Source: an optimization exercise on an open RTL-to-GDS flow (aim: small area, a short achievable clock period and few clock cycles). Production flows keep margins and buffers that such runs may drop.
Where RTL was checked, it was by simulation tests only, not by an equivalence proof against the original.
For runs 3 to 6, only the layout was checked, not whether the RTL still works.
No activity file was given, so power comes from the tool's default toggle rates.

`flow/config.mk`:
```
export PLATFORM = sky130hd
export DESIGN_NAME = qrcode_decoder
export DESIGN_NICKNAME = qrcode_decoder
export VERILOG_FILES = /design/flow/design.v
export SDC_FILE = /design/flow/constraint.sdc
export NUM_CORES = 8
export LEC_CHECK = 0
export ABC_AREA = 1
export CAP_MARGIN = 20
export CORE_MARGIN = 2
export CORE_UTILIZATION = 40
export SLEW_MARGIN = 20
```
`flow/constraint.sdc`:
```
create_clock -name core_clock -period 16.0 [get_ports {clk}]
set_input_delay 3.2000 -clock core_clock [delete_from_list [all_inputs] [get_ports {clk}]]
set_output_delay 3.2000 -clock core_clock [all_outputs]
set_load 0.01 [all_outputs]
```
`flow/design.v`:
```
module qrcode_decoder(
    input clk,
    input srst_n,
    input start,
    input sram_rdata,
    output [11:0] sram_raddr,
    output reg [5:0] loc_y,
    output reg [5:0] loc_x,
    output reg [7:0] decode_text,    
    output reg valid,
    output reg finish
);
localparam S_A = 3'd0, S_P = 3'd1, S_Y = 3'd2, S_X = 3'd3, S_V = 3'd4,
           S_M = 3'd5, S_D = 3'd6, S_E = 3'd7;
reg [2:0] st;             
reg       cont;           
reg [5:0] y, x;           
reg       pv;             
reg       pix;            
reg       started;
assign sram_raddr = {y, x};
wire hit = pix && cont;   
reg [5:0] k;              
reg       lx6;            
reg [5:0] s0;             
reg [5:0] s1;             
reg [5:0] s2;             
reg [5:0] s3;             
reg [1:0] cidx, pcidx;    
reg [1:0] rot;
reg [2:0] mask;
wire signed [2:0] cy_lo = s0[5:3], cy_hi = s0[2:0];
wire signed [2:0] cx_lo = s1[5:3], cx_hi = s1[2:0];
wire signed [2:0] pcy = s2[5:3], pcx = s2[2:0];
wire tight = s3[5], wide = s3[4], tlm = s3[1], grp = s3[0];
wire [4:0] i = s0[4:0];   
wire [4:0] j = s1[4:0];
wire       inlen = s1[5]; 
wire [4:0] rem = s2[4:0]; 
wire [2:0] mv = s3[2:0];  
wire [2:0] bc = s3[5:3];  
always @* decode_text = {cidx, k};
wire [7:0] sa = 8'd1 << st;    
function maskbit;         
    input [2:0] m;
    input a0, a1, b0;     
    input [1:0] a3, b3;   
    input q;              
    reg s2, p2, p1, p0, s0;
    begin
        s2 = a0 ^ b0;                                   
        p2 = a0 & b0;                                   
        p1 = (a3 == b3) && (a3 != 2'd0);                
        p0 = (a3 == 2'd0) || (b3 == 2'd0);              
        s0 = (a3 == 2'd0) ? (b3 == 2'd0) : (a3 == 2'd1) ? (b3 == 2'd2) : (b3 == 2'd1);  
        case (m)
            3'd0: maskbit = ~s2;
            3'd1: maskbit = ~a0;
            3'd2: maskbit = (b3 == 2'd0);
            3'd3: maskbit = s0;
            3'd4: maskbit = ~(a1 ^ q);
            3'd5: maskbit = ~p2 & p0;
            3'd6: maskbit = ~(p2 ^ p1);
            default: maskbit = ~(s2 ^ p1);
        endcase
    end
endfunction
function [1:0] mod3;
    input [4:0] v;
    begin
        mod3 = v % 3;
    end
endfunction
function [3:0] astep;     
    input [3:0] kk;       
    begin
        astep =
            (kk == 4'd0) ? {2'd0, 2'd1} :
            (kk == 4'd1) ? {2'd1, 2'd3} :
            (kk == 4'd2) ? {2'd0, 2'd1} :
            (kk == 4'd3) ? {2'd3, 2'd2} :
            (kk == 4'd4) ? {2'd1, 2'd0} :
            (kk == 4'd5) ? {2'd2, 2'd1} :
            (kk == 4'd6) ? {2'd0, 2'd1} :
            (kk == 4'd7) ? {2'd0, 2'd2} :
                           {2'd2, 2'd2};
    end
endfunction
function [5:0] astepv;    
    input [1:0] c;
    begin
        case (c)
            2'd0: astepv = 6'd0;
            2'd1: astepv = 6'd21;
            2'd2: astepv = 6'd22;
            default: astepv = 6'd43;
        endcase
    end
endfunction
function [3:0] bstep;     
    input [3:0] kk;       
    begin
        bstep =
            (kk == 4'd1) ? {2'd0, 2'd1} :
            (kk == 4'd2) ? {2'd1, 2'd3} :
            (kk == 4'd3) ? {2'd0, 2'd1} :
            (kk == 4'd4) ? {2'd3, 2'd2} :
            (kk == 4'd5) ? {2'd1, 2'd0} :
            (kk == 4'd6) ? {2'd2, 2'd1} :
            (kk == 4'd7) ? {2'd0, 2'd1} :
            (kk == 4'd8) ? {2'd0, 2'd2} :
                           {2'd2, 2'd2};
    end
endfunction
function [5:0] bstepy;    
    input [1:0] c;
    begin
        case (c)
            2'd0: bstepy = 6'd0;
            2'd1: bstepy = 6'd43;
            2'd2: bstepy = 6'd42;
            default: bstepy = 6'd21;
        endcase
    end
endfunction
function [6:0] bstepx14;  
    input [1:0] c;
    begin
        case (c)
            2'd0: bstepx14 = 7'd14;
            2'd1: bstepx14 = 7'd121;      
            2'd2: bstepx14 = 7'd120;      
            default: bstepx14 = 7'd99;    
        endcase
    end
endfunction
function [5:0] poff;      
    input [3:0] kk;
    begin
        poff =
            (kk == 4'd0) ? {3'sd0, 3'sd2} :
            (kk == 4'd1) ? {3'sd2, 3'sd2} :
            (kk == 4'd2) ? {-3'sd2, -3'sd2} :
            (kk == 4'd3) ? {3'sd2, -3'sd2} :
            (kk == 4'd4) ? {-3'sd2, 3'sd2} :
            (kk == 4'd5) ? {3'sd0, -3'sd2} :
            (kk == 4'd6) ? {3'sd2, 3'sd0} :
            (kk == 4'd7) ? {-3'sd2, 3'sd0} :
            (kk == 4'd8) ? {3'sd1, 3'sd1} :
            (kk == 4'd9) ? {-3'sd1, -3'sd1} :
            (kk == 4'd10) ? {3'sd1, -3'sd1} :
            (kk == 4'd11) ? {-3'sd1, 3'sd1} :
            (kk == 4'd12) ? {3'sd0, 3'sd1} :
            (kk == 4'd13) ? {3'sd0, -3'sd1} :
            (kk == 4'd14) ? {3'sd1, 3'sd0} :
                            {-3'sd1, 3'sd0};
    end
endfunction
localparam [5:0] P_N = 6'd16;     
function [5:0] x7;        
    input [2:0] c;
    begin
        case (c)
            3'b001: x7 = 6'd7;
            3'b010: x7 = 6'd14;
            3'b111: x7 = 6'd57;
            3'b110: x7 = 6'd50;
            default: x7 = 6'd0;
        endcase
    end
endfunction
function [6:0] x7m14;     
    input [2:0] c;
    begin
        case (c)
            3'b001: x7m14 = 7'd121;
            3'b010: x7m14 = 7'd0;
            3'b111: x7m14 = 7'd107;
            3'b110: x7m14 = 7'd100;
            default: x7m14 = 7'd114;
        endcase
    end
endfunction
function [5:0] x7m20;     
    input [2:0] c;
    begin
        case (c)
            3'b001: x7m20 = 6'd51;
            3'b010: x7m20 = 6'd58;
            3'b111: x7m20 = 6'd37;
            3'b110: x7m20 = 6'd30;
            default: x7m20 = 6'd44;
        endcase
    end
endfunction
function [6:0] x7m34;     
    input [2:0] c;
    begin
        case (c)
            3'b001: x7m34 = 7'd101;
            3'b010: x7m34 = 7'd108;
            3'b111: x7m34 = 7'd87;
            3'b110: x7m34 = 7'd80;
            default: x7m34 = 7'd94;
        endcase
    end
endfunction
function span2;           
    input signed [2:0] lo, hi;
    begin
        span2 = (hi - lo) >= 2;
    end
endfunction
function [5:0] roffy;     
    input s;
    input [2:0] c;
    begin
        case (c)
            3'd0: roffy = s ? 6'd17 : 6'd3;
            3'd1: roffy = s ? 6'd20 : 6'd0;
            3'd2: roffy = s ? 6'd18 : 6'd2;
            3'd3: roffy = s ? 6'd16 : 6'd4;
            default: roffy = s ? 6'd14 : 6'd6;
        endcase
    end
endfunction
function [5:0] roffx;     
    input s;
    input [2:0] c;
    begin
        case (c)
            3'd0: roffx = s ? 6'd61 : 6'd47;
            3'd1: roffx = s ? 6'd0 : 6'd44;
            3'd2: roffx = s ? 6'd62 : 6'd46;
            3'd3: roffx = s ? 6'd60 : 6'd48;
            default: roffx = s ? 6'd58 : 6'd50;
        endcase
    end
endfunction
function [2:0] wmove;     
    input [4:0] a, b;
    reg u;
    begin
        u = (b == 5'd20) || (b == 5'd19) || (b == 5'd16) || (b == 5'd15) ||
            (b == 5'd12) || (b == 5'd11);
        if (!b[0]) wmove = 3'd0;                                    
        else if (u) begin
            if (a == ((b >= 5'd13) ? 5'd9 : 5'd0)) wmove = 3'd0;    
            else if (b <= 5'd12 && a == 5'd7) wmove = 3'd2;         
            else wmove = 3'd1;
        end else begin
            if (a == 5'd20) wmove = 3'd0;
            else if (b <= 5'd12 && a == 5'd5) wmove = 3'd4;
            else wmove = 3'd3;
        end
    end
endfunction
wire [5:0] p_c = poff(k[3:0]);           
wire [5:0] p_n = poff(k[3:0] + 4'd1);    
wire signed [2:0] u_ylo = (hit && pcy < cy_lo) ? pcy : cy_lo;
wire signed [2:0] u_yhi = (hit && pcy > cy_hi) ? pcy : cy_hi;
wire signed [2:0] u_xlo = (hit && pcx < cx_lo) ? pcx : cx_lo;
wire signed [2:0] u_xhi = (hit && pcx > cx_hi) ? pcx : cx_hi;
wire y_ok = span2(u_ylo, u_yhi), x_ok = span2(u_xlo, u_xhi);
wire p_end = tight || k == P_N;
wire [1:0] cn = cidx + 2'd1;
wire [5:0] kn = (cidx != 2'd3) ? k : (k[2:0] == 3'd4) ? {k[5:3] + 3'd1, 3'd0} : k + 6'd1;
wire v_miss = cont && !pix;
wire v_end = tlm || v_miss || (cidx == 2'd3 && k == 6'o44);
wire [1:0] mc = tlm ? 2'd0 : v_miss ? pcidx : 2'd3;    
reg [1:0] m_rot;
reg [5:0] m_my, m_mx;     
always @* begin
    case (mc)
        2'd0: begin m_rot = 2'd2; m_my = 6'd12; m_mx = 6'd62; end
        2'd1: begin m_rot = 2'd3; m_my = 6'd18; m_mx = 6'd52; end
        2'd2: begin m_rot = 2'd1; m_my = 6'd2;  m_mx = 6'd56; end
        default: begin m_rot = 2'd0; m_my = 6'd8; m_mx = 6'd46; end
    endcase
end
wire [1:0] i3 = mod3(i), j3 = mod3(j);
wire jq = ((j / 3) % 2) == 1;
wire dbit = sram_rdata ^ maskbit(mask, i[0], i[1], j[0], i3, j3, jq);
reg [2:0] mdi, mdj;       
always @* begin
    case (mv)
        3'd0: begin mdi = 3'd0; mdj = 3'd7; end
        3'd1: begin mdi = 3'd7; mdj = 3'd1; end
        3'd2: begin mdi = 3'd6; mdj = 3'd1; end
        3'd3: begin mdi = 3'd1; mdj = 3'd1; end
        default: begin mdi = 3'd2; mdj = 3'd1; end
    endcase
end
wire [2:0] ei = (rot[0] == rot[1]) ? mdi : -mdi;
wire [2:0] ej = rot[1] ? -mdj : mdj;
wire [2:0] wdy = rot[0] ? ej : ei;
wire [2:0] wdx = rot[0] ? ei : ej;
wire [4:0] ni = i + {{2{mdi[2]}}, mdi};
wire [4:0] nj = j + {{2{mdj[2]}}, mdj};
reg [5:0] r_ddy, r_ddx, r_dny, r_dnx;    
always @* begin
    case (rot)
        2'd0: begin r_ddy = 6'd9;  r_ddx = 6'd15; r_dny = 6'd0;  r_dnx = 6'd1;  end
        2'd1: begin r_ddy = 6'd15; r_ddx = 6'd55; r_dny = 6'd1;  r_dnx = 6'd0;  end
        2'd2: begin r_ddy = 6'd55; r_ddx = 6'd49; r_dny = 6'd0;  r_dnx = 6'd63; end
        default: begin r_ddy = 6'd49; r_ddx = 6'd9; r_dny = 6'd63; r_dnx = 6'd0; end
    endcase
end
wire [3:0] a_st = astep(k[3:0]);
wire [3:0] b_st = bstep(k[3:0]);
reg [5:0] ayA, byA, ayP, byP, ayY, byY, ayX, byX, ayV, byV, byM, byD;
reg [6:0] axA, bxA, axP, bxP, axY, bxY, axX, bxX, axV, bxV, bxM, bxD;
always @* begin
    ayA = y; byA = hit ? bstepy(b_st[3:2]) : astepv(a_st[3:2]);
    axA = {1'b0, x};
    bxA = hit ? bstepx14(b_st[1:0]) : {1'b0, astepv(a_st[1:0])};
    ayP = loc_y; byP = p_end ? x7m20(cy_hi) : x7(p_n[5:3]);
    axP = {lx6, loc_x}; bxP = x7m14(p_end ? cx_lo : p_n[2:0]);
    ayY = y; axY = hit ? {lx6, loc_x} : {1'b0, x};
    byY = 6'd0; bxY = 7'd0;
    if (hit) begin
        byY = (k[2:0] == 3'd0) ? 6'd63 : 6'd0;
        bxY = x7m34(cx_hi);
    end else case (k[2:0])
        3'd0, 3'd2, 3'd4: bxY = 7'd14;
        3'd1, 3'd3: if (wide) bxY = 7'd107; else begin byY = 6'd1; bxY = 7'd114; end
        default: byY = 6'd1;
    endcase
    ayX = y; axX = {1'b0, x};
    if (hit) begin
        byX = grp ? 6'd44 : 6'd0; bxX = grp ? 7'd20 : 7'd19;
    end else if (!grp) begin byX = 6'd20; bxX = 7'd0; end
    else begin byX = 6'd44; bxX = 7'd1; end
    ayV = loc_y; axV = {1'b0, loc_x};
    byV = v_end ? m_my : roffy(cn[1], kn[5:3]);
    bxV = {1'b0, v_end ? m_mx : roffx(cn[0], kn[2:0])};
    if (k == 6'd2) begin byM = r_ddy; bxM = {1'b0, r_ddx}; end
    else if (k != 6'd0 || started) begin byM = r_dny; bxM = {1'b0, r_dnx}; end
    else begin byM = 6'd0; bxM = 7'd0; end
    byD = {{3{wdy[2]}}, wdy}; bxD = {1'b0, {3{wdx[2]}}, wdx};
end
wire [5:0] ay = ({6{sa[0]}} & ayA) | ({6{sa[1]}} & ayP) | ({6{sa[2]}} & ayY) |
                ({6{sa[3]}} & ayX) | ({6{sa[4]}} & ayV) | ({6{sa[5] | sa[6] | sa[7]}} & y);
wire [6:0] ax = ({7{sa[0]}} & axA) | ({7{sa[1]}} & axP) | ({7{sa[2]}} & axY) |
                ({7{sa[3]}} & axX) | ({7{sa[4]}} & axV) | ({7{sa[5] | sa[6] | sa[7]}} & {1'b0, x});
wire [5:0] by = ({6{sa[0]}} & byA) | ({6{sa[1]}} & byP) | ({6{sa[2]}} & byY) |
                ({6{sa[3]}} & byX) | ({6{sa[4]}} & byV) | ({6{sa[5]}} & byM) | ({6{sa[6]}} & byD);
wire [6:0] bx = ({7{sa[0]}} & bxA) | ({7{sa[1]}} & bxP) | ({7{sa[2]}} & bxY) |
                ({7{sa[3]}} & bxX) | ({7{sa[4]}} & bxV) | ({7{sa[5]}} & bxM) | ({7{sa[6]}} & bxD);
wire [6:0] sy = {1'b0, ay} + {by[5], by};
wire [6:0] sx = ax + bx;
always @(posedge clk) begin
    if (start) started <= 1'b1;
    if (!sa[6]) pcidx <= cidx;
    pix <= sram_rdata & pv; cont <= 1'b1;
    y <= sy[5:0]; x <= sx[5:0]; pv <= 1'b1;
    valid <= 1'b0;
    finish <= 1'b0;
    if (sa[0]) begin
        if (hit) begin
            loc_y <= sy[5:0]; loc_x <= sx[5:0]; lx6 <= (sx[5:0] < 6'd14);
            s0 <= 6'd0; s1 <= 6'd0; s3 <= 6'd0;
            st <= S_P; cont <= 1'b0; k <= 6'd0;
            pv <= (sx[5:0] >= 6'd14);
        end else begin
            k <= (k == 6'd8) ? 6'd0 : k + 6'd1;
        end
    end
    if (sa[1]) begin
        s0 <= {u_ylo, u_yhi}; s1 <= {u_xlo, u_xhi};
        s3[5] <= y_ok && x_ok;
        s3[4] <= !x_ok;
        if (p_end) begin
            st <= S_Y; cont <= 1'b0; k <= 6'd0;
            if (sy[6]) y <= 6'd0;
            if (sx[5:0] > 6'd43) x <= 6'd43;
        end else begin
            k <= k + 6'd1;
            pv <= !sy[6] && !sx[6] && (k != P_N - 6'd1);
        end
        s2 <= p_c;                          
    end
    if (sa[2]) begin
        if (hit) begin
            loc_y <= sy[5:0];                   
            st <= S_X; cont <= 1'b0; s3[1:0] <= 2'b00;
            if (sx[6]) x <= 6'd0;               
        end else begin
            if (k[2:0] == (wide ? 3'd5 : 3'd1)) k <= 6'd0;
            else k <= k + 6'd1;
        end
    end
    if (sa[3]) begin
        if (hit) begin
            loc_x <= sx[5:0];                   
            s3[1] <= !grp;
            st <= S_V; cont <= 1'b0; cidx <= 2'd1; k <= 6'd0;
        end else s3[0] <= ~grp;
    end
    if (sa[4]) begin
        if (v_end) begin
            rot <= m_rot;
            if (!mc[1]) loc_y <= loc_y + 6'd20;
            if (mc[0]) loc_x <= loc_x - 6'd20;
            st <= S_M; cont <= 1'b0; k <= 6'd0;
        end else begin
            cidx <= cn; k <= kn;
        end
    end
    if (sa[5]) begin
        case (k[1:0])
            2'd0: mask[2] <= ~sram_rdata;
            2'd1: mask[1] <= sram_rdata;
            default: mask[0] <= ~sram_rdata;
        endcase
        if (k == 6'd2) begin
            st <= S_D; cont <= 1'b0;
            s0 <= {1'b0, 5'd17};            
            s1 <= {1'b1, 5'd19};            
            s2 <= {1'b0, 5'd0};             
            s3 <= {3'd0, 3'd1};             
        end else if (k != 6'd0 || started) k <= k + 6'd1;
    end
    if (sa[6]) begin
        s0[4:0] <= ni; s1[4:0] <= nj; s3[2:0] <= wmove(ni, nj);
        if (inlen) begin
            s2[4:0] <= {rem[3:0], dbit};
            s3[5:3] <= (bc == 3'd4) ? 3'd0 : bc + 3'd1;
            if (bc == 3'd4) s1[5] <= 1'b0;
        end else begin
            {cidx, k} <= {cidx[0], k, dbit};
            s3[5:3] <= bc + 3'd1;
            if (bc == 3'd7) begin
                valid <= 1'b1;
                s2[4:0] <= rem - 5'd1;
                if (rem == 5'd1) begin
                    finish <= 1'b1;
                    st <= S_E; cont <= 1'b0;
                end
            end
        end
    end
    if (!srst_n) begin
        st <= S_A; cont <= 1'b0; y <= 6'd20; x <= 6'd20; pv <= 1'b1;
        started <= 1'b0; k <= 6'd0; valid <= 1'b0; finish <= 1'b0;
    end
end
endmodule
```
`flow/flow/run.sh`:
```
#!/bin/bash
# The standard layout (standard.sh, unchanged), with three changes made through
# its environment:
#  - the buffers that the flow puts on every input and output port are
#    sky130_fd_sc_hd__buf_2 cells instead of the slower delay cells that
#    buffer_ports picks by default;
#  - repair_timing aims for a setup slack of 11.5 ns, i.e. it sizes the cells
#    of paths slower than about 4.5 ns;
#  - clock tree synthesis uses sky130_fd_sc_hd__clkbuf_8 buffers and no dummy
#    loads.
# The clock, its period and the I/O constraints are the design's, unchanged.
# Each tool's full output is in standard.log in this folder.
export BUFFER_PORTS_ARGS="-buffer_cell sky130_fd_sc_hd__buf_2"
export SETUP_SLACK_MARGIN=11.5
export CTS_ARGS="-sink_clustering_enable -repair_clock_nets -dont_use_dummy_load -buf_list sky130_fd_sc_hd__clkbuf_8"
export ADDER_MAP_FILE=
bash standard.sh > standard.log 2>&1
```
`flow/standard.sh`:
```
#!/bin/bash
# synth_recipe.tcl (not shown) runs the flow's synth.tcl, then flattens the netlist and writes it again
# the make line also repeats each setting of config.mk as NAME=value (left out here)
make -C /OpenROAD-flow-scripts/flow DESIGN_CONFIG=/design/flow/config.mk WORK_HOME=/design/flow/orfs CLKGATE_MAP_FILE= SYNTH_SCRIPT=/design/flow/synth_recipe.tcl "${@:-finish}"
```
==> results.txt, run 1 <==
CTS tree built; crit path time final 4.34 ns; die height 139 µm; Hold WS 0.477 ns; Detailed Place HPWL 20700 µm; Crit Path Category flop to output pin; Root Buffer clkbuf_8; Placer Congestion 1.05; RR Endpoint x[2]; Relative slew margins 41.1%; Setup crit start k[0]; I/O pins 38; max-cap violations 0; CP Buf/Inv Count 1; most common cell in the netlist nand2_1; Core Area 18000 µm²; global-route wire length before repair 41100 µm; delay-heaviest family, CP flip-flops; die width 139 µm; critical-path maximum fanout 17; Vias 8723; die area 19400 µm²; Worst setup SP type flop; Fin Clk Skew 0.0315 ns; Synth Instances 1297; Worst EP arrival 1.14 ns; Antenna Nets Post-Route 0; ys flop type dfxtp_1; Layout Cells excl Fill 1544; Yosys reg bits 73; share of layout cells above drive strength 1 8.82%; Achievable Freq 231 MHz; Final Hold Fails 0; Hold Buf Count CTS 0; CTS Buf Count 9; area grow syn2layout 6.07%; Final period util 27.1%; Clock Tree Buf Depth 2; share of the synthesized area in the top cell type 20.9%; starting density of the core 40.8%; Clk Latency, worst-skew pair 0.38 ns; Synth area leaders nand2_1, dfxtp_1, nand3_1; Reg area 1590 µm²; IO Port Bufs 37; synthesized area 7320 µm²; power per cell area 145 nW/µm²; Async SR Flop Fraction 0%; Crit path depth 1; Seq/Total Area, Yosys 21.6%; Critical Path Max Stage Delay 0.57 ns; Total GRT Usage 26.7%; number of global-route vias before repair 7626; Clk pin slew, worst setup/hold paths 0.06 ns; worst hold path class flop to flop; largest net degree at the start of global routing 30; htree depth 3; Cell Chain, Critical Path buf_2; status finished clean; DRT Pass-1 Iters 8; Synth area leader nand2_1; antenna violations before repair 1; Clock Sinks 73; Setup TNS 0 ns; r2r startpoint st[1]; worst IR drop on VDD 0.0000705 V; top post-synthesis cells by count nand2_1, inv_1, nor2_1, nand3_1, o21ai_0; Tot Pwr 1.13 mW; DR WL/cell 17.1 µm; number of synthesis warnings 1; grt total ovfl 0; fillcell total 1964; placed cells 1535; syn avg cell area 5.65 µm²; slowest cell on the critical path dfxtp_2; R2R depth 18; CP required 12.80 ns; Max Slew Vio Count 0; RSZ-0062 raised after global routing no; Core Util, Final 43.2%; number of setup buffers added after CTS 0; syn nets 1301; multi-input logic area 4880 µm²; R2R setup slack 12.38 ns; DRT iter0 DRCs 1123; Pleak 3.97 nW; library cells used by synthesis 55; number of synthesized flops with an enable pin 12; Final setup viols 0; nets 1321; Worst setup endpoint decode_text[0]; routed wire length 26400 µm; DRC viols 0; Via density 5.65; Worst-Margin Slew 0.877 ns; # diodes 0; Crit. End Element output pin; hold_sp started; FP Rows 49
==> sequential cells by signal, indices dropped and copies added, names as in the netlist, 2 cells and up <==
register and count:
loc_y 6, s2 6, x 6, st 3
pcidx 2, s0 6, y 6, cidx 2
rot 2, s1 6, s3 6, mask 3
k 6, loc_x 6
==> power breakdown <==
part	total [mW]	switching, mW	internal (mW)
registers	0.305	0.0645	0.240
logic	0.704	0.469	0.235
clock network	0.119	0.0691	0.0503
==> layer usage <==
layer	up-vias	part of all wire (%)	track usage (%)
met5	-	0	0
met2	417	42	39.3
met3	64	9.0	5.88
li1	4288	-	-
met1	3954	46	37.9
met4	0	3.7	10.1
==> cells in the final DEF, fill, tap and decap left out, drive strengths merged, types with 9 or more instances in the layout <==
| cell | netlist | routed |
|---|---|---|
| clkbuf | 16 | 9 |
| nor3 | 12 | 12 |
| a21oi | 55 | 55 |
| nand3 | 132 | 132 |
| xor2 | 19 | 19 |
| o21ai | 102 | 102 |
| nand4 | 21 | 21 |
| edfxtp | 12 | 12 |
| buf | 17 | 42 |
| a31oi | 10 | 10 |
| dfxtp | 61 | 61 |
| inv | 175 | 175 |
| nor2 | 156 | 156 |
| o211ai | 18 | 18 |
| nand2 | 421 | 421 |
==> repair_timing <==
item,in CTS,in global routing
setup endpoints to repair,1,3
gates resized for setup,1,3
endpoints found under the hold margin,0,0
==> area by class of cell <==
class / count / area share, %
flip-flops and latches: 73 / 20.4
clock buffers: 9 / 1.59
inverters: 178 / 8.64
well taps: 229 / 3.69
multi-input cells: 1013 / 62.8
repair buffers: 42 / 2.87
==> cells by family after synthesis <==
group / Yosys count / synth area share (%)
AOI/OAI and AO/OA: 233 / 19.0
muxes: 1 / 0.137
xor gates and xnor gates: 24 / 2.87
DFF: 73 / 21.6
buffers and inverters: 211 / 11.8
and+or+nand+nor: 755 / 44.6
==> how the worst min path moves through the flow <==
stage | endpoint | depth (start not counted)
2_1_floorplan | pix | 2
3_3_place_gp | started | 2
3_5_place_dp | pix | 2
4_1_cts | started | 2
5_1_grt | pix | 2
6_report | started | 2
==> metrics by stage <==
| stage | instance area (µm²) | setup WS (ns) |
|---|---|---|
| after global routing | 7770 | 11.60 |
| after detailed placement | 7640 | 11.78 |
| after global placement | 7640 | 11.81 |
| after CTS | 7760 | 11.51 |
| after floorplan | 7320 | 12.16 |
| final | 7770 | 11.66 |
Testbench counts, summed over its fixed seeds: cycles 24,336.
==> run 2, diff against run 1 <==
--- a/flow/flow/run.sh
+++ b/flow/flow/run.sh
@@ -14,4 +14,3 @@
 export SETUP_SLACK_MARGIN=11.5
 export CTS_ARGS="-sink_clustering_enable -repair_clock_nets -dont_use_dummy_load -buf_list sky130_fd_sc_hd__clkbuf_8"
-export ADDER_MAP_FILE=
 bash standard.sh > standard.log 2>&1
==> run 2 against run 1 <==
Sequential power is 12% higher. Still clean on timing, DRC and antenna. Sequential share of layout area fell by 2.3 points. Synthesized area increased by 8.3%. Clock-buffer cell count unchanged. Critical endpoint is now pv.
==> results.txt, run 2 <==
Relative slew margins 44.8%; die width 145 µm; worst IR drop on VDD 0.000108 V; number of synthesized flops with an enable pin 12; Final Hold Fails 0; max-cap violations 0; syn avg cell area 6.39 µm²; htree depth 3; library cells used by synthesis 62; CTS tree built; CTS Buf Count 9; DRC viols 0; Worst setup SP type flop; # diodes 0; ys flop type dfxtp_1; Final WS setup 11.73 ns; share of layout cells above drive strength 1 11.2%; syn nets 1334; Synth area leader dfxtp_1; largest net degree at the start of global routing 28; Synth area leaders dfxtp_1, ha_1, nand2_1; R2R depth 22; Vias 8620; RSZ-0062 raised after global routing no; placed cell area 8390 µm²; I/O pins 38; delay-heaviest family, CP simple AND/OR/NAND/NOR gates; DRT iter0 DRCs 804; Max Slew Vio Count 0; Sw Ratio 55.7%; design area 8780 µm²; CP Buf/Inv Count 3; FP Rows 51; Critical Path Most Common Cell nand2_1; top post-synthesis cells by count nand2_1, inv_1, nor2_1, o21ai_0, ha_1; nets 1377; grt total ovfl 0; Setup TNS 0 ns; Clock Sinks 73; Clk network pwr share 6.5%; r2r startpoint s3[0]; simple-gate portion of the synthesized area 27.8%; Core Area 19500 µm²; Crit path depth 22; Sequential Power Share 18.8%; Yosys reg bits 73; Antenna Nets Post-Route 0; slowest cell on the critical path nor4_2; xor and xnor fraction of the mapped netlist area 3.19%; number of synthesis warnings 1; Psw 1.01 mW; die height 145 µm; antenna violations before repair 0; post-synthesis adder-cell area fraction 14.6%; number of global-route vias before repair 7896; Worst EP arrival 4.53 ns; Final setup viols 0; Achievable Freq 234 MHz; Worst setup endpoint pv; global-route wire length before repair 42300 µm; most common cell in the netlist nand2_1; status finished clean; Clk pin slew, worst setup/hold paths 0.07 ns; Cell Chain, Critical Path inv_1 -> nand2_1 -> nand3_1 -> nand2_1 -> inv_1 -> ha_1 -> nor2_1 -> xor2_1 -> a21oi_1 -> nor4_2 -> o311ai_2 -> ha_1 -> a21oi_1 -> nand2_1 -> a21oi_1 -> o21ai_0 -> xor2_1 -> buf_4 -> nor2_1 -> nand2_1 -> a21oi_1 -> nand2_1; routed wire length 27200 µm; area grow syn2layout 10.7%; worst hold path class flop to flop; Final period util 26.7%; DRT Pass-1 Iters 5; Comb pwr share 74.7%; mux cell area share after synthesis 0.978%; share of the synthesized area in the top cell type 15.4%; Clk Latency, worst-skew pair 0.38 ns; Detailed Place HPWL 21300 µm; Async SR Flop Fraction 0%; main combinational cell family by area after synthesis simple AND/OR/NAND/NOR gates; starting density of the core 40.7%; commonest non-fill, non-tap cell in the layout nand2_1; Crit. End Element flop; DR WL/cell 17.6 µm; placed cells 1527; Crit Path Category flop to flop; die area 21000 µm²; Total GRT Usage 26.1%; most frequent cells in the layout nand2_1, inv_1, nor2_1; power per cell area 206 nW/µm²; critical-path maximum fanout 8; Int Power 0.803 mW; Setup crit start s3[0]; Clock Tree Buf Depth 2; Critical Path Max Stage Delay 0.42 ns; crit path time final 4.27 ns; Root Buffer clkbuf_8; post-synthesis compound-gate area fraction 21.8%; Hold Buf Count CTS 0; Layout Cells excl Fill 1547; Fin Clk Skew 0.0286 ns; synthesized area 7930 µm²; Via density 5.57; Pleak 4.32 nW; Synth Instances 1241; IO Port Bufs 37; fillcell total 2113; CP required 16.26 ns; Worst-Margin Slew 0.825 ns; RR Endpoint pv; Placer Congestion 1.01; dpl ws 10.70 ns; Seq/Total Area, Yosys 19.9%; Hold WS 0.422 ns; R2R setup slack 11.73 ns
==> run 2: cell count changes after synthesis, moves of 7 or more <==
cell,delta
nor2_4,-7
nand3_1,-49
nand2_2,-9
inv_1,+40
ha_1,+83
nand2_1,-175
nand4_1,-7
o21ai_0,+28
o21ai_1,-10
a21oi_1,+26
nor3_1,+9
==> run 2: power groups by stage <==
stage                     logic, mW  registers (mW)  clock network [mW]
after floorplan               0.957           0.317                   0
final                          1.35           0.341               0.118
after detailed placement       1.27           0.342                   0
after CTS                      1.30           0.339               0.122
after global placement         1.26           0.342                   0
after global routing           1.53           0.349               0.129
==> run 2: worst min path at each step <==
stage | from | to | depth (start not counted)
6_report | pv | pix | 2
5_1_grt | pv | pix | 2
4_1_cts | pv | pix | 2
3_5_place_dp | pv | pix | 2
3_3_place_gp | pv | pix | 2
2_1_floorplan | pv | pix | 2
==> run 2: timing repair <==
item,4_1_cts,5_1_grt
hold endpoints to repair,0,0
setup buffers,3,8
resized for setup,21,40
pin swaps,4,8
gates cloned,0,0
setup endpoints to repair,20,16
==> run 2: worst reg2reg max path, delay by kind of cell, from the launching register on <==
| kind | cells | cell delay, ns |
|---|---|---|
| flip-flops | 1 | 0.41 |
| AO/OA/AOI/OAI | 6 | 0.92 |
| XOR/XNOR | 2 | 0.43 |
| buffers and inverters | 3 | 0.42 |
| AND/OR/NAND/NOR | 9 | 1.40 |
| adder cells (fa/ha/maj) | 2 | 0.60 |
==> run 2: cell families (layout without fill, tap and decap cells) <==
group | Yosys count | count (layout)
and+or+nand+nor | 517 | 517
AOI/OAI and AO/OA | 288 | 288
buffers and inverters | 239 | 280
adders and majority gates | 89 | 89
DFF | 73 | 73
xor gates and xnor gates | 28 | 28
muxes | 7 | 7
==> run 2: area by class of cell <==
class	instances	area, µm²	area share (%)
Multi-Input combinational cell	929	5600	63.7
Tap cell	265	332	3.78
Inverter	218	830	9.45
Clock buffer	9	124	1.41
Sequential cell	73	1600	18.2
Timing Repair Buffer	53	305	3.48
==> run 2: metrics by stage <==
stage | util [%] | total power [mW]
after floorplan | - | 1.27
after global placement | 43.1 | 1.60
after detailed placement | 43.1 | 1.61
after CTS | 44.2 | 1.77
after global routing | 45.1 | 2.01
final | 45.1 | 1.81
==> run 2: per-layer routing <==
metal / vias to the layer above / part of all wire, % / global-route usage (%)
met1: 3979 / 45 / 35.7
met2: 347 / 45 / 41.8
met4: 0 / 3.0 / 9.50
met3: 53 / 7.2 / 3.65
met5: - / 0 / 0
li1: 4241 / - / -
==> run 3, diff against run 2 <==
--- a/flow/design.v
+++ b/flow/design.v
@@ -33,5 +33,5 @@
 wire signed [2:0] cx_lo = s1[5:3], cx_hi = s1[2:0];
 wire signed [2:0] pcy = s2[5:3], pcx = s2[2:0];
-wire tight = s3[5], wide = s3[4], tlm = s3[1], grp = s3[0];
+wire tight = s3[5], wide = s3[4], mid = s3[3], tlm = s3[1], grp = s3[0];
 wire [4:0] i = s0[4:0];   
 wire [4:0] j = s1[4:0];
@@ -324,5 +324,6 @@
     end else case (k[2:0])
         3'd0, 3'd2, 3'd4: bxY = 7'd14;
-        3'd1, 3'd3: if (wide) bxY = 7'd107; else begin byY = 6'd1; bxY = 7'd114; end
+        3'd1: if (wide || mid) bxY = 7'd107; else begin byY = 6'd1; bxY = 7'd114; end
+        3'd3: if (wide) bxY = 7'd107; else begin byY = 6'd1; bxY = 7'd121; end
         default: byY = 6'd1;
     endcase
@@ -370,5 +371,6 @@
         s0 <= {u_ylo, u_yhi}; s1 <= {u_xlo, u_xhi};
         s3[5] <= y_ok && x_ok;
-        s3[4] <= !x_ok;
+        s3[4] <= !x_ok && !(u_xhi != u_xlo);
+        s3[3] <= !x_ok && (u_xhi != u_xlo);
         if (p_end) begin
             st <= S_Y; cont <= 1'b0; k <= 6'd0;
@@ -387,5 +389,5 @@
             if (sx[6]) x <= 6'd0;               
         end else begin
-            if (k[2:0] == (wide ? 3'd5 : 3'd1)) k <= 6'd0;
+            if (k[2:0] == (wide ? 3'd5 : mid ? 3'd3 : 3'd1)) k <= 6'd0;
             else k <= k + 6'd1;
         end
==> run 3 against run 2 <==
Clock power hardly changed. Cell count grew 1.3%. Design area rose by 3.1%. Clock skew rose by 0.010 ns. Global-route usage shrank 0.092 points. Highest routed layer unchanged. Sequential share of layout area decreased by 0.50 points. Die area increased by 4.6%. Via count is 2.1% higher.
==> results.txt, run 3 <==
status finished clean; Clk pin slew, worst setup/hold paths 0.09 ns; Critical Path Max Stage Delay 0.58 ns; synthesized area 8310 µm²; Tot Pwr 2.06 mW; share of the synthesized area in the top cell type 14.7%; Via density 5.62; Worst setup SP type flop; Synth area leader dfxtp_1; multi-input logic area 5930 µm²; syn nets 1360; CP Buf/Inv Count 1; share of layout cells above drive strength 1 15.0%; critical-path maximum fanout 8; CTS tree built; Total GRT Usage 26.0%; top post-synthesis cells by count nand2_1, inv_1, nor2_1, o21ai_0, ha_1; DRT iter0 DRCs 833; Worst-Margin Slew 0.761 ns; grt total ovfl 0; Crit. End Element output pin; number of synthesized flops with an enable pin 12; Placer Congestion 1.06; grt peak-use layer met2; Core Util, Final 44.6%; FP Rows 52; Seq/Total Area, Yosys 19.0%; Pleak 4.34 nW; delay-heaviest family, CP flip-flops; number of global-route vias before repair 8125; Fin Clk Skew 0.0391 ns; Clock Sinks 73; largest net degree at the start of global routing 30; syn avg cell area 6.58 µm²; Final setup viols 0; Hold WS 0.421 ns; Async SR Flop Fraction 0%; I/O pins 38; commonest non-fill, non-tap cell in the layout nand2_1; CP required 12.80 ns; DRT Pass-1 Iters 6; Reg area 1600 µm²; Cell Chain, Critical Path buf_2; die area 21900 µm²; global-route wire length before repair 44600 µm; Detailed Place HPWL 22300 µm; Relative slew margins 48.9%; Setup TNS 0 ns; Max Slew Vio Count 0; nets 1396; placed cell area 8750 µm²; Clock Tree Buf Depth 2; ys flop type dfxtp_1; design area 9050 µm²; DR WL/cell 18.0 µm; antenna violations before repair 0; RSZ-0062 raised after global routing no; Synth Instances 1263; area grow syn2layout 8.96%; Core Area 20300 µm²; die width 148 µm; Yosys reg bits 73; most frequent cells in the layout nand2_1, inv_1, nor2_1; die height 148 µm; DRC viols 0; slowest cell on the critical path dfxtp_1; Crit Path Category flop to output pin; worst IR drop on VDD 0.000123 V; grt met1 use 36.8%; Final period util 27.3%; CTS Buf Count 9; Worst EP arrival 1.17 ns; # diodes 0; worst hold path class flop to flop; fillcell total 2151; Synth area leaders dfxtp_1, ha_1, nand2_1; met3 Usage GRT 3.59%; Antenna Nets Post-Route 0; number of synthesis warnings 1; routed wire length 28300 µm; Final Hold Fails 0; dpl ws 11.09 ns; most common cell in the netlist nand2_1; Layout Cells excl Fill 1567; Achievable Freq 229 MHz; Clk Latency, worst-skew pair 0.39 ns; power per cell area 227 nW/µm²; Final WS setup 11.63 ns; library cells used by synthesis 66; crit path time final 4.37 ns; max-cap violations 0; global routing met2 resource utilization 41.4%; htree depth 3; Root Buffer clkbuf_8; starting density of the core 40.9%; IO Port Bufs 37; Vias 8799; placed cells 1553
run 3: cell types whose count changed after synthesis, sizes merged, moves of 4 or more:
cell / change
o221ai: +5
a21oi: -9
a211oi: +6
inv: -5
clkbuf: -4
nor2: +4
nand2: +4
buf: +5
o21ai: +9
a221oi: +4
ha: +4
run 3: worst min-delay path: stages, from the launching register on:
cell	delay, ns
dfxtp_1	0.32
nand2_1	0.05
inv_1	0.04
run 3: logic make-up after synthesis:
family	count (synthesis)	synth area share, %
xor gates and xnor gates	30	3.25
buffers and inverters	233	11.0
AOI/OAI and AO/OA	304	22.3
muxes	7	0.934
adders and majority gates	93	14.6
DFF	73	19.0
and+or+nand+nor	523	29.0
run 3: timing repair:
item                       4_1_cts  5_1_grt
pin swaps                        1        4
setup buffers                    1        4
gates cloned                     0        0
setup endpoints to repair       15       19
hold buffers                     0        0
resized for setup               11       38
run 3: cell type report:
type | instances | share of cell area (%)
Clock buffer | 9 | 1.37
Inverter | 211 | 8.81
Multi-Input combinational cell | 957 | 65.5
Sequential cell | 73 | 17.7
Tap cell | 270 | 3.73
Timing Repair Buffer | 47 | 2.88
run 3: final timing paths:
| kind | from | to | slack (ns) | cells past startpoint |
|---|---|---|---|---|
| max | k[4] | decode_text[4] | 11.63 | 1 |
| min | pv | pix | 0.42 | 2 |
| max reg2reg | k[0] | y[1] | 11.79 | 24 |
| min reg2reg | pv | pix | 0.42 | 2 |
run 3: report_power, final:
group / total, mW / internal, mW / switching, mW
registers: 0.348 / 0.253 / 0.0948
clock network: 0.121 / 0.0503 / 0.0712
logic: 1.59 / 0.585 / 1.00
run 3: per-layer routing:
layer	part of all wire [%]	routed length [µm]	vias up
met3	7.2	2040	49
li1	-	-	4328
met5	0	0	-
met1	46	12900	4083
met4	2.3	654	0
met2	45	12600	339
==> run 4, diff against run 3 <==
--- a/flow/flow/run.sh
+++ b/flow/flow/run.sh
@@ -12,5 +12,5 @@
 # Each tool's full output is in standard.log in this folder.
 export BUFFER_PORTS_ARGS="-buffer_cell sky130_fd_sc_hd__buf_2"
-export SETUP_SLACK_MARGIN=11.5
+export SETUP_SLACK_MARGIN=11.3
 export CTS_ARGS="-sink_clustering_enable -repair_clock_nets -dont_use_dummy_load -buf_list sky130_fd_sc_hd__clkbuf_8"
 bash standard.sh > standard.log 2>&1
==> run 4 against run 3 <==
Still clean. Register-to-register slack worse by 0.21 ns. Non-clock buffer count down 3. Clock power about the same. Power down 0.71%. Via count up 0.26%. Setup slack worse by 0.056 ns. Critical endpoint is now x[4]. Largest cell class unchanged. Highest routed layer unchanged.
==> results.txt, run 4 <==
Critical Path Max Stage Delay 0.43 ns; Seq/Total Area, Yosys 19.0%; Async SR Flop Fraction 0%; Clock Tree Buf Depth 2; Antenna Nets Post-Route 0; I/O pins 38; Detailed Place HPWL 22300 µm; CP required 16.26 ns; number of synthesis warnings 1; Synth Instances 1263; CP Buf/Inv Count 4; worst hold path class flop to flop; Final period util 27.6%; r2r startpoint k[1]; share of layout cells above drive strength 1 13.4%; DRC viols 0; Clock Sinks 73; syn avg cell area 6.58 µm²; Pleak 4.32 nW; Placer Congestion 1.06; Worst setup SP type flop; Synth area leaders dfxtp_1, ha_1, nand2_1; Achievable Freq 226 MHz; Layout Cells excl Fill 1564; FP Rows 52; Worst setup endpoint x[4]; Final Hold Fails 0; die area 21900 µm²; syn nets 1360; top post-synthesis cells by count nand2_1, inv_1, nor2_1, o21ai_0, ha_1; Total GRT Usage 26.0%; Worst-Margin Slew 0.760 ns; delay-heaviest family, CP simple AND/OR/NAND/NOR gates; die width 148 µm; RR Endpoint x[4]; library cells used by synthesis 66; DRT iter0 DRCs 928; Synth area leader dfxtp_1; slowest cell on the critical path nor2_1; Relative slew margins 48.9%; Clk pin slew, worst setup/hold paths 0.09 ns; Core Area 20300 µm²; Final setup viols 0; synthesized area 8310 µm²; DRT Pass-1 Iters 8; ys flop type dfxtp_1; CTS Buf Count 9; Crit Path Category flop to flop; Core Util, Final 44.1%; CTS tree built; worst IR drop on VDD 0.000123 V; largest net degree at the start of global routing 30; Max Slew Vio Count 0; IO Port Bufs 37; Fin Clk Skew 0.0393 ns; # diodes 0; placed cells 1553; R2R depth 27; Critical Path Most Common Cell nand2_1; global-route wire length before repair 44600 µm; number of synthesized flops with an enable pin 12; Via density 5.64; status finished clean; RSZ-0062 raised after global routing yes; grt total ovfl 0; max-cap violations 0; die height 148 µm; most frequent cells in the layout nand2_1, inv_1, nor2_1; area grow syn2layout 7.83%; Setup crit start k[1]; Clk Latency, worst-skew pair 0.39 ns; htree depth 3; starting density of the core 40.9%; most common cell in the netlist nand2_1; DR WL/cell 18.1 µm; critical-path maximum fanout 8; Setup TNS 0 ns; commonest non-fill, non-tap cell in the layout nand2_1; Yosys reg bits 73; Worst EP arrival 4.68 ns; routed wire length 28400 µm; Crit path depth 27; number of global-route vias before repair 8128; crit path time final 4.42 ns; Crit. End Element flop; share of the synthesized area in the top cell type 14.7%; antenna violations before repair 0; nets 1393; R2R setup slack 11.58 ns; Vias 8822; power per cell area 228 nW/µm²; Root Buffer clkbuf_8
-- run 4: cell counts after synthesis --
No cell type changed its count.
-- run 4: layout make-up --
cell class | instances | area (µm²)
Clock buffer | 9 | 124
Fill cell | 2159 | 11300
Inverter | 211 | 797
Multi-Input combinational cell | 957 | 5870
Sequential cell | 73 | 1590
Tap cell | 270 | 338
Timing Repair Buffer | 44 | 238
-- run 4: how the worst min path moves through the flow --
stage	start	end	slack [ns]	cells past startpoint
finish	pv	pix	0.42	2
global placement	pv	pix	0.40	2
CTS	pv	pix	0.43	2
global route	pv	pix	0.44	2
detailed placement	pv	pix	0.40	2
floorplan	pv	pix	0.39	2
-- run 4: stage by stage --
| step | hold WS, ns | worst slack, ns | power, mW | instance area (µm²) |
|---|---|---|---|---|
| 6_report | 0.421 | 11.58 | 2.04 | 8960 |
| 5_1_grt | 0.444 | 11.29 | 2.27 | 8960 |
| 4_1_cts | 0.426 | 11.33 | 2.02 | 8880 |
| 3_5_place_dp | 0.403 | 11.09 | 1.88 | 8750 |
| 3_3_place_gp | 0.401 | 11.23 | 1.86 | 8750 |
| 2_1_floorplan | 0.390 | 11.76 | 1.51 | 8310 |
-- run 4: what timing repair did --
| action | CTS | global route |
|---|---|---|
| buffers inserted | 1 | 1 |
| resized for setup | 3 | 24 |
| endpoints found under the setup margin | 7 | 17 |
| pin swaps | 1 | 1 |
| hold buffers | 0 | 0 |
-- run 4: worst reg2reg max path: cells and delay by family, from the launching register on --
kind	cells	cell delay [ns]
buffers and inverters	4	0.36
adder cells (fa/ha/maj)	3	0.94
flip-flops	1	0.38
AO/OA/AOI/OAI	5	0.72
XOR/XNOR	1	0.15
AND/OR/NAND/NOR	14	1.74
-- run 4: power breakdown --
part	leakage [nW]	internal (mW)	switching [mW]	total, mW
combinational	3.63	0.575	0.999	1.57
sequential	0.629	0.253	0.0943	0.347
clock	0.0647	0.0503	0.0717	0.122
-- run 4: per-layer routing --
| metal | vias to the layer above | wire (µm) | GRT usage (%) | part of all wire (%) |
|---|---|---|---|---|
| met2 | 366 | 12600 | 41.3 | 44 |
| met1 | 4077 | 13100 | 36.8 | 46 |
| met3 | 51 | 1980 | 3.59 | 7.0 |
| met4 | 0 | 626 | 7.33 | 2.2 |
| li1 | 4328 | - | - | - |
| met5 | - | 0 | 0 | 0 |
-- run 4: kinds of logic (layout without fill, tap and decap cells) --
group / count (synthesis) / in the layout / synth area share [%]
simple gates: 523 / 523 / 29.0
compound gates: 304 / 304 / 22.3
buf+inv: 233 / 264 / 11.0
fa+ha+maj: 93 / 93 / 14.6
flops: 73 / 73 / 19.0
xor+xnor: 30 / 30 / 3.25
mux: 7 / 7 / 0.934
==> run 5, diff against run 4 <==
--- a/flow/flow/run.sh
+++ b/flow/flow/run.sh
@@ -12,5 +12,5 @@
 # Each tool's full output is in standard.log in this folder.
 export BUFFER_PORTS_ARGS="-buffer_cell sky130_fd_sc_hd__buf_2"
-export SETUP_SLACK_MARGIN=11.3
+export SETUP_SLACK_MARGIN=11.7
 export CTS_ARGS="-sink_clustering_enable -repair_clock_nets -dont_use_dummy_load -buf_list sky130_fd_sc_hd__clkbuf_8"
 bash standard.sh > standard.log 2>&1
==> run 5 against run 4 <==
Design area rose by 4.3%. Clock-buffer cell count did not move. Sequential share of layout area fell by 0.66 points. Combinational power rose by 4%. Still clean on timing, DRC and antenna. Critical path depth fell by 25. Global-route usage barely moved. Clock skew rose by 0.0020 ns. Synthesized area did not move. Die area did not move. First-iteration DRC count fell by 10%. Worst hold slack barely moved.
==> results.txt, run 5 <==
ys flop type dfxtp_1; Hold Path Stages 2; Max Slew Vio Count 0; die width 148 µm; Seq/Total Area, Yosys 19.0%; share of the synthesized area in the top cell type 14.7%; Pleak 4.44 nW; number of global-route vias before repair 8165; Via density 5.61; syn avg cell area 6.58 µm²; FP Rows 52; worst hold path class flop to flop; Fin Clk Skew 0.0413 ns; design area 9340 µm²; Hold Buf Count CTS 0; Antenna Nets Post-Route 0; Worst setup SP type flop; Placer Congestion 1.06; area grow syn2layout 12.4%; worst IR drop on VDD 0.000123 V; routed wire length 28700 µm; DR WL/cell 18.1 µm; worst hold endpoint pix; Final Hold Fails 0; Total GRT Usage 26.0%; library cells used by synthesis 66; Clock Sinks 73; power per cell area 226 nW/µm²; max-cap violations 0; antenna violations before repair 0; Final setup viols 0; syn nets 1360; multi-input logic area 6070 µm²; htree depth 3; placed cell area 8750 µm²; Detailed Place HPWL 22300 µm; Clk Latency, worst-skew pair 0.39 ns; grt total ovfl 0; Core Area 20300 µm²; placed cells 1553; CTS tree built; DRT iter0 DRCs 833; DRC viols 0; most common cell in the netlist nand2_1; nets 1411; crit path time final 4.26 ns; Clk pin slew, worst setup/hold paths 0.09 ns; hold_sp pv; dpl ws 11.09 ns; synthesized area 8310 µm²; Synth Instances 1263; Yosys reg bits 73; r2r startpoint k[1]; R2R depth 29; Async SR Flop Fraction 0%; Crit Path Category flop to output pin; Setup TNS 0 ns; Final WS setup 11.74 ns; CTS Buf Count 9; Crit. End Element output pin; DRT Pass-1 Iters 6; die area 21900 µm²; Root Buffer clkbuf_8; commonest non-fill, non-tap cell in the layout nand2_1; starting density of the core 40.9%; I/O pins 38; CP required 12.80 ns; Hold WS 0.421 ns; Synth area leader dfxtp_1; RSZ-0062 raised after global routing no; # diodes 0; die height 148 µm; Relative slew margins 50.0%; most frequent cells in the layout nand2_1, inv_1, nor2_1; Core Util, Final 46.0%; Clock Tree Buf Depth 2; global-route wire length before repair 44700 µm; Achievable Freq 235 MHz; number of synthesized flops with an enable pin 12; number of synthesis warnings 1; IO Port Bufs 37; Synth area leaders dfxtp_1, ha_1, nand2_1; Worst-Margin Slew 0.745 ns; Vias 8874; share of layout cells above drive strength 1 17.9%; R2R setup slack 11.95 ns; largest net degree at the start of global routing 30; fillcell total 2120; Tot Pwr 2.11 mW; critical-path maximum fanout 5; Reg area 1600 µm²; Worst EP arrival 1.06 ns; status finished clean; Final period util 26.6%; RR Endpoint pv; Layout Cells excl Fill 1582; top post-synthesis cells by count nand2_1, inv_1, nor2_1, o21ai_0, ha_1
==> run 5: cell counts after synthesis <==
Identical to the previous run, type by type.
==> run 5: how the worst max path moves through the flow <==
stage          slack (ns)  startpoint             end
3_3_place_gp        11.23        k[0]            x[2]
6_report            11.74        k[1]  decode_text[1]
4_1_cts             11.68        k[0]            x[4]
5_1_grt             11.66        k[0]              pv
3_5_place_dp        11.09        k[0]            x[2]
2_1_floorplan       11.76        k[0]            x[2]
==> run 5: cell families after synthesis <==
kind of cell / after synthesis / share of synthesized area (%)
compound gates: 304 / 22.3
mux: 7 / 0.934
flops: 73 / 19.0
xor+xnor: 30 / 3.25
simple gates: 523 / 29.0
buf+inv: 233 / 11.0
fa+ha+maj: 93 / 14.6
==> run 5: worst max-delay path, cell delays in order (launching register included) <==
cell,delay (ns)
dfxtp_4,0.42
buf_4,0.14
buf_2,0.12
==> run 5: metal layers <==
layer  routed length, µm  up-vias  GRT usage (%)
met5                   0        -              0
met1               13000     4076           36.8
li1                    -     4364              -
met4                 761        0           7.81
met2               12800      369           41.4
met3                2170       65           3.37
==> run 5: what timing repair did <==
action	4_1_cts	5_1_grt
setup endpoints to repair	22	19
gates resized for setup	26	65
pin swaps	1	18
hold endpoints to repair	0	0
setup buffers	2	18
==> run 5: power by group <==
group          internal [mW]  switching (mW)  leakage (nW)
registers              0.253          0.0957         0.630
logic                  0.611            1.02          3.75
clock network         0.0503          0.0724        0.0647
total                  0.915            1.19          4.44
==> run 5: final cells by class <==
type / count / area share, %
clock buffer: 9 / 1.33
inverter: 211 / 8.75
multi-input combinational: 957 / 65.0
sequential: 73 / 17.1
tap: 270 / 3.62
timing repair buffer: 62 / 4.13
==> run 6, diff against run 5 <==
--- a/flow/flow/run.sh
+++ b/flow/flow/run.sh
@@ -1,5 +1,10 @@
 #!/bin/bash
-# The standard layout (standard.sh, unchanged), with three changes made through
+# The standard layout (standard.sh, unchanged), with four changes made through
 # its environment:
+#  - synthesis leaves the adders to ABC instead of mapping them to the
+#    library's half- and full-adder cells (ADDER_MAP_FILE empty); the rest of
+#    the synthesis is standard.sh's own (synth_recipe.tcl: no fsm or share
+#    passes, flattened, function nets renamed), so the registers are the
+#    standard synthesis's;
 #  - the buffers that the flow puts on every input and output port are
 #    sky130_fd_sc_hd__buf_2 cells instead of the slower delay cells that
@@ -11,6 +16,7 @@
 # The clock, its period and the I/O constraints are the design's, unchanged.
 # Each tool's full output is in standard.log in this folder.
+export ADDER_MAP_FILE=
 export BUFFER_PORTS_ARGS="-buffer_cell sky130_fd_sc_hd__buf_2"
-export SETUP_SLACK_MARGIN=11.7
+export SETUP_SLACK_MARGIN=11.8
 export CTS_ARGS="-sink_clustering_enable -repair_clock_nets -dont_use_dummy_load -buf_list sky130_fd_sc_hd__clkbuf_8"
 bash standard.sh > standard.log 2>&1
==> run 6 against run 5 <==
Still clean on timing, DRC and antenna. Non-clock buffer count fell by 12. Clock power barely moved. Core utilization fell by 2.3 points. Combinational power fell by 53%. Critical path type unchanged. Clock skew fell by 0.017 ns. Power fell by 44%. Synthesized cell count rose by 1.0%. Fmax rose by 2.2%. Sequential share of layout area rose by 3.3 points. Design area fell by 16%.
==> results.txt, run 6 <==
Setup crit start loc_x[1]; status finished clean; Antenna Nets Post-Route 0; global routing met2 resource utilization 40.7%; Worst setup SP type flop; Critical Path Max Stage Delay 0.42 ns; number of synthesized flops with an enable pin 12; Total GRT Usage 26.7%; antenna violations before repair 0; DRT iter0 DRCs 862; crit path time final 4.17 ns; syn nets 1280; Clk pin slew, worst setup/hold paths 0.08 ns; Tot Pwr 1.19 mW; Crit. End Element output pin; Vias 8635; CTS tree built; most common cell in the netlist nand2_1; Cell Chain, Critical Path buf_2; Pleak 3.93 nW; htree depth 3; Relative slew margins 38.1%; library cells used by synthesis 52; DRC viols 0; Root Buffer clkbuf_8; CP required 12.80 ns; IO Port Bufs 37; max-cap violations 0; Async SR Flop Fraction 0%; grt met1 use 39.2%; # diodes 0; global-route wire length before repair 41300 µm; largest net degree at the start of global routing 31; dpl ws 11.79 ns; critical-path maximum fanout 3; Seq/Total Area, Yosys 21.7%; Max Slew Vio Count 0; met3 Usage GRT 3.73%; area grow syn2layout 7.53%; slowest cell on the critical path edfxtp_1; Crit Path Category flop to output pin; Synth area leader nand2_1; die width 139 µm; syn avg cell area 5.71 µm²; Worst-Margin Slew 0.925 ns; I/O pins 38; worst hold path class flop to flop; DRT Pass-1 Iters 6; fillcell total 2027; CP Buf/Inv Count 1; grt total ovfl 0; starting density of the core 40.7%; delay-heaviest family, CP flip-flops; RSZ-0062 raised after global routing no; nets 1311; Fin Clk Skew 0.0248 ns; Hold WS 0.477 ns; synthesized area 7280 µm²; most frequent cells in the layout nand2_1, inv_1, nor2_1; Detailed Place HPWL 20000 µm; FP Rows 49; Reg area 1600 µm²; number of global-route vias before repair 7716; Yosys reg bits 73; top post-synthesis cells by count nand2_1, inv_1, nor2_1, nand3_1, o21ai_0; share of the synthesized area in the top cell type 19.0%; multi-input logic area 4860 µm²; Synth area leaders nand2_1, dfxtp_1, inv_1; Achievable Freq 240 MHz; die height 139 µm; grt peak-use layer met2; Via density 5.63; r2r startpoint st[2]; Final setup viols 0; DR WL/cell 16.8 µm; number of synthesis warnings 1; Core Util, Final 43.7%; die area 19300 µm²; routed wire length 25800 µm; Hold Buf Count CTS 0; CTS Buf Count 9; Clk Latency, worst-skew pair 0.39 ns; Core Area 17900 µm²; Final period util 26.1%; Clock Sinks 73; Synth Instances 1276; hold_sp started; Final Hold Fails 0; Worst EP arrival 0.97 ns; share of layout cells above drive strength 1 11.2%; Placer Congestion 0.997; Clock Tree Buf Depth 2; Final WS setup 11.83 ns; ys flop type dfxtp_1; commonest non-fill, non-tap cell in the layout nand2_1; Setup TNS 0 ns; worst IR drop on VDD 0.0000785 V; power per cell area 152 nW/µm²
==> run 6: cells by family (layout without fill, tap and decap cells) <==
family | Yosys count | after routing | share of synthesized area (%)
multiplexers | 1 | 1 | 0.137
AND/OR/NAND/NOR | 724 | 724 | 43.9
XOR/XNOR | 21 | 21 | 2.53
buffers and inverters | 210 | 239 | 11.6
AO/OA/AOI/OAI | 247 | 247 | 20.1
flip-flops | 73 | 73 | 21.7
==> run 6: power by group <==
part,internal (mW),switching [mW],leakage (nW)
registers,0.242,0.0602,0.622
logic,0.257,0.506,3.24
clock network,0.0503,0.0710,0.0647
==> run 6: area by class of cell <==
cell class,count,area share (%)
clock buffers,9,1.58
inverters,180,8.63
multi-input cells,993,62.0
flip-flops and latches,73,20.5
well taps,229,3.66
repair buffers,50,3.61
==> run 6: layer usage <==
metal | up-vias | part of all wire (%)
met5 | - | 0
met4 | 0 | 2.4
li1 | 4249 | -
met2 | 362 | 44
met1 | 3978 | 46
met3 | 46 | 7.9
==> run 6: worst paths after layout <==
| kind | endpoint | slack, ns | cells after the start |
|---|---|---|---|
| min | started | 0.48 | 2 |
| max reg2reg | y[3] | 12.54 | 19 |
| max | loc_x[1] | 11.83 | 1 |
| min reg2reg | started | 0.48 | 2 |
==> run 6: stage by stage <==
stage               instances  instance area, µm²
finish                   1534                7830
global route             1534                7830
CTS                      1526                7760
detailed placement       1516                7620
global placement         1516                7620
floorplan                1276                7280
==> run 6: what timing repair did <==
item,CTS,global route
endpoints found under the hold margin,0,0
buffers inserted,1,8
setup endpoints to repair,6,8
resized for setup,10,3
==> run 7, diff against run 6 <==
--- a/flow/design.v
+++ b/flow/design.v
@@ -33,5 +33,5 @@
 wire signed [2:0] cx_lo = s1[5:3], cx_hi = s1[2:0];
 wire signed [2:0] pcy = s2[5:3], pcx = s2[2:0];
-wire tight = s3[5], wide = s3[4], mid = s3[3], tlm = s3[1], grp = s3[0];
+wire tight = s3[5], wide = s3[4], tlm = s3[1], grp = s3[0];
 wire [4:0] i = s0[4:0];   
 wire [4:0] j = s1[4:0];
@@ -324,6 +324,5 @@
     end else case (k[2:0])
         3'd0, 3'd2, 3'd4: bxY = 7'd14;
-        3'd1: if (wide || mid) bxY = 7'd107; else begin byY = 6'd1; bxY = 7'd114; end
-        3'd3: if (wide) bxY = 7'd107; else begin byY = 6'd1; bxY = 7'd121; end
+        3'd1, 3'd3: if (wide) bxY = 7'd107; else begin byY = 6'd1; bxY = 7'd114; end
         default: byY = 6'd1;
     endcase
@@ -371,6 +370,5 @@
         s0 <= {u_ylo, u_yhi}; s1 <= {u_xlo, u_xhi};
         s3[5] <= y_ok && x_ok;
-        s3[4] <= !x_ok && !(u_xhi != u_xlo);
-        s3[3] <= !x_ok && (u_xhi != u_xlo);
+        s3[4] <= !x_ok;
         if (p_end) begin
             st <= S_Y; cont <= 1'b0; k <= 6'd0;
@@ -389,5 +387,5 @@
             if (sx[6]) x <= 6'd0;               
         end else begin
-            if (k[2:0] == (wide ? 3'd5 : mid ? 3'd3 : 3'd1)) k <= 6'd0;
+            if (k[2:0] == (wide ? 3'd5 : 3'd1)) k <= 6'd0;
             else k <= k + 6'd1;
         end
==> run 7 against run 6 <==
Register-to-register slack worse by 0.13 ns. Worst hold slack barely moved. Fmax grew 0.51%. Sequential share of layout area down 0.068 points. Sequential power is essentially flat. Combinational power shrank 6.4%. Global-route usage decreased by 0.081 points. Clock power hardly changed. Critical endpoint is now loc_y[1]. Largest power group unchanged. Highest routed layer unchanged.
==> results.txt, run 7 <==
Achievable Freq 241 MHz; DR WL/cell 17.1 µm; max-cap violations 0; routed wire length 26500 µm; syn avg cell area 5.65 µm²; Synth Instances 1297; delay-heaviest family, CP flip-flops; # diodes 0; Final Hold Fails 0; Async SR Flop Fraction 0%; Core Util, Final 43.7%; slowest cell on the critical path edfxtp_1; DRT iter0 DRCs 1130; share of the synthesized area in the top cell type 20.9%; Clock Tree Buf Depth 2; ys flop type dfxtp_1; DRC viols 0; wire length on met1 12000 µm; DRT Pass-1 Iters 6; most frequent cells in the layout nand2_1, inv_1, nor2_1; routed wl met2 10900 µm; wire length on met3 2560 µm; Clock Sinks 73; Worst-Margin Slew 0.913 ns; largest net degree at the start of global routing 30; Synth area leaders nand2_1, dfxtp_1, nand3_1; grt total ovfl 0; Total GRT Usage 26.7%; status finished clean; number of global-route vias before repair 7626; most common cell in the netlist nand2_1; library cells used by synthesis 55; Final period util 25.9%; Critical Path Max Stage Delay 0.41 ns; global-route wire length before repair 41100 µm; Fin Clk Skew 0.0328 ns; Setup TNS 0 ns; I/O pins 38; Clk Latency, worst-skew pair 0.38 ns; Max Slew Vio Count 0; commonest non-fill, non-tap cell in the layout nand2_1; top routing layer in use met4; Setup crit start loc_y[1]; Worst EP arrival 0.95 ns; number of synthesis warnings 1; Detailed Place HPWL 20700 µm; critical-path maximum fanout 3; FP Rows 49; worst IR drop on VDD 0.0000705 V; Synth area leader nand2_1; Vias 8798; Cell Chain, Critical Path buf_2; CTS tree built; syn nets 1301; antenna violations before repair 1; Placer Congestion 1.05; IO Port Bufs 37; Clk pin slew, worst setup/hold paths 0.10 ns; Crit Path Category flop to output pin; htree depth 3; worst hold path class flop to flop; CP Buf/Inv Count 1; nets 1330; CTS Buf Count 9; Seq/Total Area, Yosys 21.6%; Pleak 4.02 nW; Relative slew margins 38.6%; number of synthesized flops with an enable pin 12; fillcell total 1963; die width 139 µm; share of layout cells above drive strength 1 9.74%; r2r startpoint st[1]; placed cells 1535; CP required 12.80 ns; crit path time final 4.15 ns; hold_sp started; Yosys reg bits 73; starting density of the core 40.8%; Antenna Nets Post-Route 0; RSZ-0062 raised after global routing no; power per cell area 145 nW/µm²; Layout Cells excl Fill 1553; Worst setup SP type flop; Crit. End Element output pin; die height 139 µm; area grow syn2layout 7.19%; Hold Buf Count CTS 0; Root Buffer clkbuf_8; die area 19400 µm²; synthesized area 7320 µm²; Core Area 18000 µm²; Hold WS 0.477 ns; top post-synthesis cells by count nand2_1, inv_1, nor2_1, nand3_1, o21ai_0; Via density 5.67; Final setup viols 0
[run 7: path summary, 6_finish.rpt]
check,depth (start not counted),slack [ns],to
setup reg to reg,18,12.41,x[2]
hold reg to reg,2,0.48,started
setup / recovery,1,11.85,loc_y[1]
hold / removal,2,0.48,started
[run 7: worst min-delay path, stage by stage, from the launching register on]
cell and delay, ns:
dfxtp_1 0.33, nor2_1 0.05, nor2_1 0.06
[run 7: where the power goes]
group	leakage [nW]	internal, mW	total [mW]	switching (mW)
Sequential	0.621	0.241	0.301	0.0607
Clock	0.0647	0.0503	0.120	0.0697
Combinational	3.34	0.240	0.714	0.475
Total	4.02	0.530	1.14	0.605
[run 7: layout make-up]
cell class / instances / area, µm² / area share (%)
tap: 229 / 287 / 3.65
timing repair buffer: 51 / 290 / 3.70
inverter: 178 / 671 / 8.54
multi-input combinational: 1013 / 4880 / 62.1
clock buffer: 9 / 124 / 1.58
sequential: 73 / 1600 / 20.4
[run 7: cells by family after synthesis]
group / Yosys count / share of synthesized area, %
buffers and inverters: 211 / 11.8
flip-flops: 73 / 21.6
multiplexers: 1 / 0.137
XOR/XNOR: 24 / 2.87
AO/OA/AOI/OAI: 233 / 19.0
AND/OR/NAND/NOR: 755 / 44.6
[run 7: metrics by stage]
step,setup WS [ns],cell area [µm²],total power [mW]
final,11.85,7850,1.14
after global routing,11.80,7850,1.24
after global placement,11.81,7640,0.993
after detailed placement,11.78,7640,0.997
after CTS,11.77,7780,1.12
after floorplan,12.16,7320,0.822
[run 7: what timing repair did]
action                     4_1_cts  5_1_grt
buffers inserted                 0        9
resized for setup               10        2
setup endpoints to repair        6        6
[run 7: metal layers]
layer / vias up / track usage [%]
met5: - / 0
met4: 0 / 10.1
met3: 73 / 5.88
met2: 429 / 39.3
met1: 3985 / 37.9
li1: 4311 / -
Testbench counts of run 7, summed over its fixed seeds: cycles 24,336.

re-timing with driven ports:
How much do the figures lean on ideal ports? The routed layouts below were timed once more, with nothing changed but the port constraints. Step 1 (the two cells are an assumption about what drives the block):
set clk [get_ports {clk}]
set_driving_cell -lib_cell sky130_fd_sc_hd__clkbuf_16 $clk
set_driving_cell -lib_cell sky130_fd_sc_hd__buf_2 [delete_from_list [all_inputs] $clk]
Step 2, shift: input delay + t, output delay - t, t = (earliest + latest rising clock arrival at the registers) / 2. This alone moves slack from input paths to output paths. a / b / c = no drivers / after step 1 / after step 2; a / b = the first two.
| run | shift t [ns] | slack for setup (ns) | clock arrival spread, ns | worst slew at a driven data input, ns | cell pins on the clock port's net |
|---|---|---|---|---|---|
| run 1 | 0.406 | 11.662 / 11.621 / 11.823 | 0.031 / 0.031 | 0.02 | 1 |
| run 2 | 0.407 | 11.730 / 11.688 / 11.539 | 0.029 / 0.029 | 0.04 | 1 |
| run 3 | 0.403 | 11.634 / 11.597 / 11.628 | 0.040 / 0.040 | 0.03 | 1 |
| run 4 | 0.404 | 11.578 / 11.578 / 11.578 | 0.039 / 0.040 | 0.03 | 1 |
| run 5 | 0.410 | 11.738 / 11.700 / 11.626 | 0.042 / 0.041 | 0.03 | 1 |
| run 6 | 0.414 | 11.831 / 11.791 / 11.805 | 0.025 / 0.025 | 0.03 | 1 |
| run 7 | 0.409 | 11.853 / 11.812 / 11.816 | 0.033 / 0.033 | 0.02 | 1 |
After both steps every run listed still meets setup and hold. For run 2, which loses most, drivers alone change the setup slack by -0.042 ns; drivers and shift together by -0.191 ns.
